Context: an optimization exercise on an open-source flow, tuned for small area, a short achievable clock period and few clock cycles. The choices shown serve that exercise and are no tape-out recipe. Only simulation tests tie the RTL to the original design; equivalence was not proved. Power figures rest on the tool's default switching activity, not on a simulated workload.

`flow/config.mk`:
```
export PLATFORM = sky130hd
export DESIGN_NAME = kianv_core
export DESIGN_NICKNAME = kianv_core
export VERILOG_FILES = /design/flow/design.v
export SDC_FILE = /design/flow/constraint.sdc
export NUM_CORES = 4
export LEC_CHECK = 0
export CAP_MARGIN = 20
export CELL_PAD_IN_SITES_DETAIL_PLACEMENT = 1
export CELL_PAD_IN_SITES_GLOBAL_PLACEMENT = 2
export CORE_MARGIN = 2
export CORE_UTILIZATION = 40
export CTS_CLUSTER_DIAMETER = 100
export CTS_CLUSTER_SIZE = 20
export PLACE_DENSITY = 0.55
export SLEW_MARGIN = 20
```
`flow/constraint.sdc`:
```
create_clock -name core_clock -period 12.0 [get_ports {clk}]
set_input_delay 2.4000 -clock core_clock [delete_from_list [all_inputs] [get_ports {clk}]]
set_output_delay 2.4000 -clock core_clock [all_outputs]
set_load 0.01 [all_outputs]
```
`flow/design.v`:
```
module kianv_core (
    input  wire        clk,
    input  wire        resetn,
    output wire        mem_valid,
    input  wire        mem_ready,
    output wire [ 3:0] mem_wstrb,
    output wire [31:0] mem_addr,
    output wire [31:0] mem_wdata,
    input  wire [31:0] mem_rdata
);
  reg st_fetch, st_exec, st_mem;
  reg [31:2] ma;   
  reg [31:2] pc;   
  reg [ 3:0] ws;   
  reg [ 1:0] a_lo;   
  reg [31:0] imm;
  reg        alt;   
  reg        use_b;   
  reg        do_sub;   
  reg        r_add, r_sll, r_slt, r_sltu, r_xor, r_sr, r_or, r_and;   
  reg        r_imm, r_tadd, r_link;   
  reg        x_wr;   
  reg        x_noreq;   
  reg        x_br;   
  reg        x_jal;   
  reg        x_sum;   
  reg        x_mem;   
  reg        x_store;   
  reg        br_eq, br_lt, br_ltu, br_inv;   
  reg [4:0] rd;
  reg [2:0] f3;
  reg       ld_rd;
  reg       w_b, w_h, w_w;   
  reg [31:0] ra, rb;   
  reg  [31:0] x       [1:31];
  wire        rf_we;
  wire [31:0] rf_wd;
  genvar gi;
  generate
    for (gi = 1; gi < 32; gi = gi + 1) begin : g_rf
      always @(posedge clk) if (rf_we && rd == gi) x[gi] <= rf_wd;
    end
  endgenerate
  wire [ 4:0] rs1 = mem_rdata[19:15];
  wire [ 4:0] rs2 = mem_rdata[24:20];
  wire [31:0] rs1v = (rs1 == 5'd0) ? 32'd0 : x[rs1];
  wire [31:0] rs2v = (rs2 == 5'd0) ? 32'd0 : x[rs2];
  wire [31:0] i = mem_rdata;
  wire [ 4:0] opc = i[6:2];
  wire d_lui = opc == 5'b01101;
  wire d_auipc = opc == 5'b00101;
  wire d_jal = opc == 5'b11011;
  wire d_jalr = opc == 5'b11001;
  wire d_br = opc == 5'b11000;
  wire d_load = opc == 5'b00000;
  wire d_store = opc == 5'b01000;
  wire d_opimm = opc == 5'b00100;
  wire d_op = opc == 5'b01100;
  wire d_alu = d_op | d_opimm;
  wire [2:0] d_f3 = i[14:12];
  wire d_rdnz = i[11:7] != 5'd0;
  wire go_exec = st_fetch & mem_ready;
  reg [31:0] d_imm;
  always @(*) begin
    if (d_lui | d_auipc) d_imm = {i[31:12], 12'd0};
    else if (d_jal) d_imm = {{12{i[31]}}, i[19:12], i[20], i[30:21], 1'b0};
    else if (d_br) d_imm = {{20{i[31]}}, i[7], i[30:25], i[11:8], 1'b0};
    else if (d_store) d_imm = {{21{i[31]}}, i[30:25], i[11:7]};
    else d_imm = {{21{i[31]}}, i[30:20]};
  end
  always @(posedge clk) begin
    imm     <= d_imm;
    alt     <= i[30];
    use_b   <= d_op | d_br;
    do_sub  <= d_br | (d_alu & (d_f3 == 3'b010 || d_f3 == 3'b011)) | (d_op & i[30] & d_f3 == 3'b000);
    r_add   <= d_alu & (d_f3 == 3'b000);
    r_sll   <= d_alu & (d_f3 == 3'b001);
    r_slt   <= d_alu & (d_f3 == 3'b010);
    r_sltu  <= d_alu & (d_f3 == 3'b011);
    r_xor   <= d_alu & (d_f3 == 3'b100);
    r_sr    <= d_alu & (d_f3 == 3'b101);
    r_or    <= d_alu & (d_f3 == 3'b110);
    r_and   <= d_alu & (d_f3 == 3'b111);
    r_imm   <= d_lui;
    r_tadd  <= d_auipc;
    r_link  <= d_jal | d_jalr;
    br_eq   <= ~d_f3[2];
    br_lt   <= d_f3[2] & ~d_f3[1];
    br_ltu  <= d_f3[2] & d_f3[1];
    br_inv  <= d_f3[0];
    x_wr    <= go_exec & d_rdnz & (d_alu | d_lui | d_auipc | d_jal | d_jalr);
    x_noreq <= go_exec & (d_br | d_jal | d_jalr | d_load | d_store);
    x_br    <= go_exec & d_br;
    x_jal   <= go_exec & d_jal;
    x_sum   <= go_exec & (d_jalr | d_load | d_store);
    x_mem   <= go_exec & (d_load | d_store);
    x_store <= go_exec & d_store;
  end
  always @(posedge clk) begin
    if (st_fetch) begin
      rd    <= i[11:7];
      f3    <= d_f3;
      ld_rd <= d_rdnz & d_load;
      w_b   <= d_f3[1:0] == 2'b00;
      w_h   <= d_f3[1:0] == 2'b01;
      w_w   <= d_f3[1];
      rb    <= rs2v;
    end
  end
  always @(posedge clk) ra <= rs1v;
  wire [31:0] opb = use_b ? rb : imm;
  wire [32:0] sum = {1'b0, ra} + {1'b0, do_sub ? ~opb : opb} + {32'd0, do_sub};
  wire ltu = ~sum[32];
  wire lt = (ra[31] ^ opb[31]) ? ra[31] : sum[31];
  wire eq = ra == rb;
  wire [31:2] tadd = pc + imm[31:2];
  reg [31:0] ra_rev, sr_rev;
  wire [31:0] sh_in = r_sll ? ra_rev : ra;
  wire [63:0] sh_ext = {{32{alt & r_sr & ra[31]}}, sh_in};
  wire [63:0] sh_out = sh_ext >> opb[4:0];
  wire [31:0] sr = sh_out[31:0];
  integer k;
  always @(*) begin
    for (k = 0; k < 32; k = k + 1) begin
      ra_rev[k] = ra[31-k];
      sr_rev[k] = sr[31-k];
    end
  end
  wire [31:0] result = ({32{r_add}} & sum[31:0]) |
                       ({32{r_sll}} & sr_rev) |
                       {31'd0, (r_slt & lt) | (r_sltu & ltu)} |
                       ({32{r_xor}} & (ra ^ opb)) |
                       ({32{r_sr}} & sr) |
                       ({32{r_or}} & (ra | opb)) |
                       ({32{r_and}} & (ra & opb)) |
                       ({32{r_imm}} & imm) |
                       ({32{r_tadd}} & {tadd, imm[1:0]}) |
                       ({32{r_link}} & {ma, 2'b00});
  wire        cond = ((br_eq & eq) | (br_lt & lt) | (br_ltu & ltu)) ^ br_inv;
  wire        to_tadd = x_jal | (x_br & cond);
  wire [15:0] ld_h = a_lo[1] ? mem_rdata[31:16] : mem_rdata[15:0];
  wire [ 7:0] ld_b = a_lo[0] ? ld_h[15:8] : ld_h[7:0];
  wire [31:0] ld_val = f3[1] ? mem_rdata :
                       f3[0] ? {{16{~f3[2] & ld_h[15]}}, ld_h} :
                               {{24{~f3[2] & ld_b[7]}}, ld_b};
  assign rf_we = x_wr | (st_mem & mem_ready & ld_rd);
  assign rf_wd = st_mem ? ld_val : result;
  wire [3:0] strb = f3[1] ? 4'b1111 : f3[0] ? (sum[1] ? 4'b1100 : 4'b0011) : (4'b0001 << sum[1:0]);
  always @(posedge clk) begin
    if (!resetn) begin
      st_fetch <= 1'b1;
      st_exec  <= 1'b0;
      st_mem   <= 1'b0;
      ma       <= 30'd0;
      ws       <= 4'd0;
    end else begin
      st_fetch <= (st_fetch & ~mem_ready) | (st_exec & ~x_mem) | (st_mem & mem_ready);
      st_exec  <= go_exec;
      st_mem   <= (st_exec & x_mem) | (st_mem & ~mem_ready);
      if (go_exec) ma <= ma + 30'd1;
      else if (x_sum) ma <= sum[31:2];
      else if (to_tadd) ma <= tadd;
      else if (st_mem & mem_ready) ma <= pc + 30'd1;
      if (x_store) ws <= strb;
      else if (mem_ready) ws <= 4'd0;
    end
  end
  always @(posedge clk) begin
    if (go_exec) pc <= ma;
    if (x_mem) a_lo <= sum[1:0];
  end
  assign mem_valid = ~x_noreq;
  assign mem_addr  = {ma, 2'b00};
  assign mem_wstrb = ws;
  assign mem_wdata[7:0]   = rb[7:0];
  assign mem_wdata[15:8]  = w_b ? rb[7:0] : rb[15:8];
  assign mem_wdata[23:16] = w_w ? rb[23:16] : rb[7:0];
  assign mem_wdata[31:24] = w_w ? rb[31:24] : w_h ? rb[15:8] : rb[7:0];
endmodule
```
`flow/flow/run.sh`:
```
#!/bin/bash
set -euo pipefail
W=$(pwd)
cp config.mk config_own.mk
echo "export SETUP_SLACK_MARGIN = 7.5" >> config_own.mk
sed "s#DESIGN_CONFIG=[^ ]*#DESIGN_CONFIG=$W/config_own.mk#" standard.sh > standard_own.sh
grep -q "config_own.mk" standard_own.sh
bash standard_own.sh synth > synth.log 2>&1
bash standard_own.sh > layout.log 2>&1
```
`flow/standard.sh`:
```
#!/bin/bash
# synth_recipe.tcl (not shown) runs the flow's synth.tcl, then flattens the netlist and writes it again
# the make line also repeats each setting of config.mk as NAME=value (left out here)
make -C /OpenROAD-flow-scripts/flow DESIGN_CONFIG=/design/flow/config.mk WORK_HOME=/design/flow/orfs CLKGATE_MAP_FILE= SYNTH_SCRIPT=/design/flow/synth_recipe.tcl "${@:-finish}"
```
==> run summary <==
-- state kept, by name, indices dropped and copies added, names as in the netlist, 2 cells and up --
name / flops
x: 992
imm: 32
ra: 32
rb: 32
ma: 30
pc: 30
rd: 5
ws: 4
f3: 3
a_lo: 2
-- layer usage --
layer  vias to the layer above  routed length, um
met4                         4              32000
met2                      4873             151000
li1                      20000                  -
met5                         -                 25
met3                      1417              45300
met1                     27100             124000
-- critical path, cell delays in order --
cell	delay, ns
clkdlybuf4s15_2	0.45
or3b_2	0.62
nor2_4	0.11
buf_4	0.80
a22o_1	0.28
a221oi_1	0.08
nand4_1	0.16
nor3_1	0.08
nor2_1	0.23
-- area by class of cell --
type	count	area, um2	area share, %
flip-flops and latches	1193	34600	49.7
multi-input cells	3180	24800	35.7
repair buffers	485	5010	7.20
well taps	1917	2400	3.45
clock buffers	115	2020	2.90
inverters	104	390	0.561
clock inverters	16	274	0.394
diodes	7	17.5	0.0252
-- power groups by stage --
stage | clock network [mW] | logic (mW) | registers, mW
2_1_floorplan | 0 | 0.897 | 4.79
3_3_place_gp | 0 | 1.65 | 4.96
3_5_place_dp | 0 | 1.66 | 4.96
4_1_cts | 2.78 | 1.96 | 4.80
5_1_grt | 2.90 | 2.17 | 4.81
6_report | 2.77 | 2.13 | 4.82
-- cell usage in the layout (no fill, tap or decap), drive strengths merged, types with 11 or more instances in the layout --
cell type         n
nand2           282
a22o            245
o2111ai          19
xor2             51
a21o             28
o21ai           149
a211oi           34
a31oi            36
dfxtp           126
o22ai            11
inv             110
a222oi           69
ha              126
edfxtp         1067
nor4             16
a22oi           371
or3              19
mux4             32
a221oi          281
clkdlybuf4s50    66
a21oi           282
nand3b           18
dlygate4sd2      11
buf             379
mux2             33
nand3           137
clkbuf          122
mux2i           116
o211ai           30
and2             15
nand2b           24
nand4           143
and3             19
nor2            284
xnor2            96
nor3             79
-- worst max path at each step --
stage / startpoint / end / depth (start not counted)
global route: use_b / ma[12] / 21
finish: mem_rdata[17] / ra[28] / 9
floorplan: mem_ready / x[12][0] / 4
global placement: use_b / ma[24] / 18
CTS: f3[1] / mem_wdata[16] / 3
detailed placement: use_b / ma[24] / 18
-- stage by stage --
stage          hold slack (ns)  util (%)  power [mW]
6_report                 0.508      47.7        9.73
2_1_floorplan            0.462         -        5.69
3_5_place_dp             0.485      43.3        6.62
5_1_grt                  0.529      47.6        9.88
3_3_place_gp             0.481      43.3        6.61
4_1_cts                  0.505      46.9        9.55
-- kinds of logic (layout without fill, tap and decap cells) --
| family | count (synthesis) | count (layout) | synth area share [%] |
|---|---|---|---|
| XOR/XNOR | 147 | 147 | 2.19 |
| other | 1 | 9 | 0.00637 |
| flip-flops | 1193 | 1193 | 58.7 |
| adder cells (fa/ha/maj) | 128 | 128 | 2.74 |
| multiplexers | 181 | 181 | 3.85 |
| AO/OA/AOI/OAI | 1644 | 1650 | 20.9 |
| buffers and inverters | 449 | 720 | 3.02 |
| AND/OR/NAND/NOR | 1070 | 1072 | 8.64 |
-- timing repair --
item,4_1_cts,5_1_grt
pin swaps,59,29
buffers inserted,149,45
resized for setup,246,157
setup endpoints to repair,1464,1021
cloned,17,2
==> impl_metrics.py <==
metrics = {
    "power_and_ir_drop": {
        "powerDensity_mw_per_mm2": 140,
        "power_frac_seq_pct": 49.6,
        "pwr-share-clk_pct": 28.5,
        "internal_power_mw": 6.58,
        "swShare_pct": 32.3,
        "p_sw_mw": 3.14,
        "ir_worst_vdd_v": 0.000151,
        "pwr-share-comb_pct": 21.9,
        "leakage_nw": 23.3,
    },
    "die": {
        "core_area_mm2": 0.146,
        "rows": 140,
        "die_w_um": 388,
        "floorplan.initialDensity_pct": 40.4,
        "die_h_um": 388,
        "dieArea_mm2": 0.150,
        "pin_count": 104,
    },
    "timing": {
        "finalCritPeriodShare_pct": 38.6,
        "drv_slew": 0,
        "fin_skew_ns": 0.0503,
        "slew_headroom_pct": 15.1,
        "rsz0062_at_grt": "yes",
        "setup_viol": 0,
        "clock.fmax_ghz": 0.216,
        "tightest_slew_ns": 1.26,
        "layout_setup_ws_ns": 7.37,
        "fin_crit_ns": 4.63,
        "setup_tns_ns": 0,
        "hold_viol_final": 0,
    },
    "yosys": {
        "synth_edf_count": 1067,
        "synth_ff_type": "edfxtp_1",
        "synth_cell_types": 85,
        "yosys.area.top_type": "edfxtp_1",
        "yosysTopAreaCellShare_pct": 54.4,
        "synth.avg_cell_area_um2": 12.2,
        "ys_top_cells_by_area": "edfxtp_1 54%, a22oi_1 4.7%, dfxtp_1 4.3%",
        "synth.most_common_cell": "edfxtp_1",
        "ys_seq_area_share_pct": 58.7,
        "synthTopCellsByCount": "1067 x edfxtp_1, 371 x a22oi_1, 282 x nand2_1",
        "synth_area_mm2": 0.0589,
        "synthArstFlopShare_pct": 0,
        "synth_warnings": 34,
        "syn_inst": 4813,
        "synth.ff_latch_count": 1193,
    },
    "global_route": {
        "grt_pass1_wl_um": 463000,
        "grtUsageTotal_pct": 45.5,
        "grt.busiest_layer": "met2",
        "use_met2_pct": 68.0,
        "grtUsageMet3_pct": 14.4,
        "grt_pass1_vias": 51000,
        "gr-usage-met1_pct": 55.2,
        "grt_max_degree": 65,
        "grt_antenna_before_repair": 18,
        "grt_overflow": 0,
    },
    "route": {
        "wl_um": 352000,
        "first_iter_violations": 9853,
        "ant_nets": 0,
        "vias": 53400,
        "drc": 0,
        "dr.pass1.iters": 10,
        "wire_per_inst_um": 50.2,
        "viasPerCell": 7.61,
    },
    "cells_and_area": {
        "drive_gt1_share_pct": 17.8,
        "nets": 5200,
        "layout.cells.non_filler": 7017,
        "areaGrowthSynthToFinish_pct": 18.1,
        "stdcell_area_mm2": 0.0695,
        "nFillCells": 14800,
    },
    "worst_setup_path": {
        "path_max_fanout": 32,
        "timing.rr.start": "use_b",
        "startpoint_type": "primary input",
        "end_kind": "flip-flop",
        "regToRegEndpoint": "x[31][3]",
        "crit_arrival_ns": 5.26,
        "reg2reg_slack_ns": 7.47,
        "required_ns": 12.63,
        "worstRegToRegCells": 13,
        "crit_type": "primary input to flip-flop",
    },
    "place": {
        "dpl_cell_area_mm2": 0.0632,
        "dp_cells": 6665,
        "gp_congestion": 0.981,
        "dp_hpwl_um": 203000,
        "io_buffer_count": 101,
        "pre_cts_ws_ns": 5.37,
    },
    "worst_hold_path": {
        "hold_path_end": "ws[0]",
        "hold_start": "ws[0]",
        "holdPathStages": 2,
        "min_path_type": "flip-flop to flip-flop",
    },
    "cts": {
        "clk_pin_slew_ns": 0.09,
        "clk_path_buf_depth": 3,
        "hold_buffers": 0,
        "clkSinkCount": 1193,
        "cts_buffers": 73,
        "worstSkewPairLatency_ns": 0.75,
        "cts_max_level": 3,
        "cts_root_buf": "clkbuf_16",
        "cts_tree": "built",
    },
    "outcome": {
        "outcome": "finished clean",
    },
    "flow_run": {
        "drv_cap": 0,
    },
}
Testbench counts, summed over its fixed seeds: cycles 87,793.

re-timing with driven ports:
How much do the figures lean on ideal ports? The routed layout below was timed once more, with nothing changed but the port constraints. Step 1 sets driving cells, clkbuf_16 on the clock port and buf_2 on the other inputs (assumed; they add their load-dependent delay and slew). Step 2 moves the port delays by t, midway between the first and last clock arrival at a register: inputs arrive t later, outputs are due t later. That takes back most of the time a late clock gives input paths. Slacks: ideal / step 1 / step 2; pairs: ideal / step 1.
shift t [ns]: 0.803
slack for setup (ns): 7.373 / 7.402 / 6.598
worst hold slack (ns): 0.508 / 0.508 / 0.508
worst setup path after step 2: input to register
After both steps setup and hold are still met in this run. For this run, drivers alone change the setup slack by +0.029 ns; drivers and shift together by -0.775 ns.
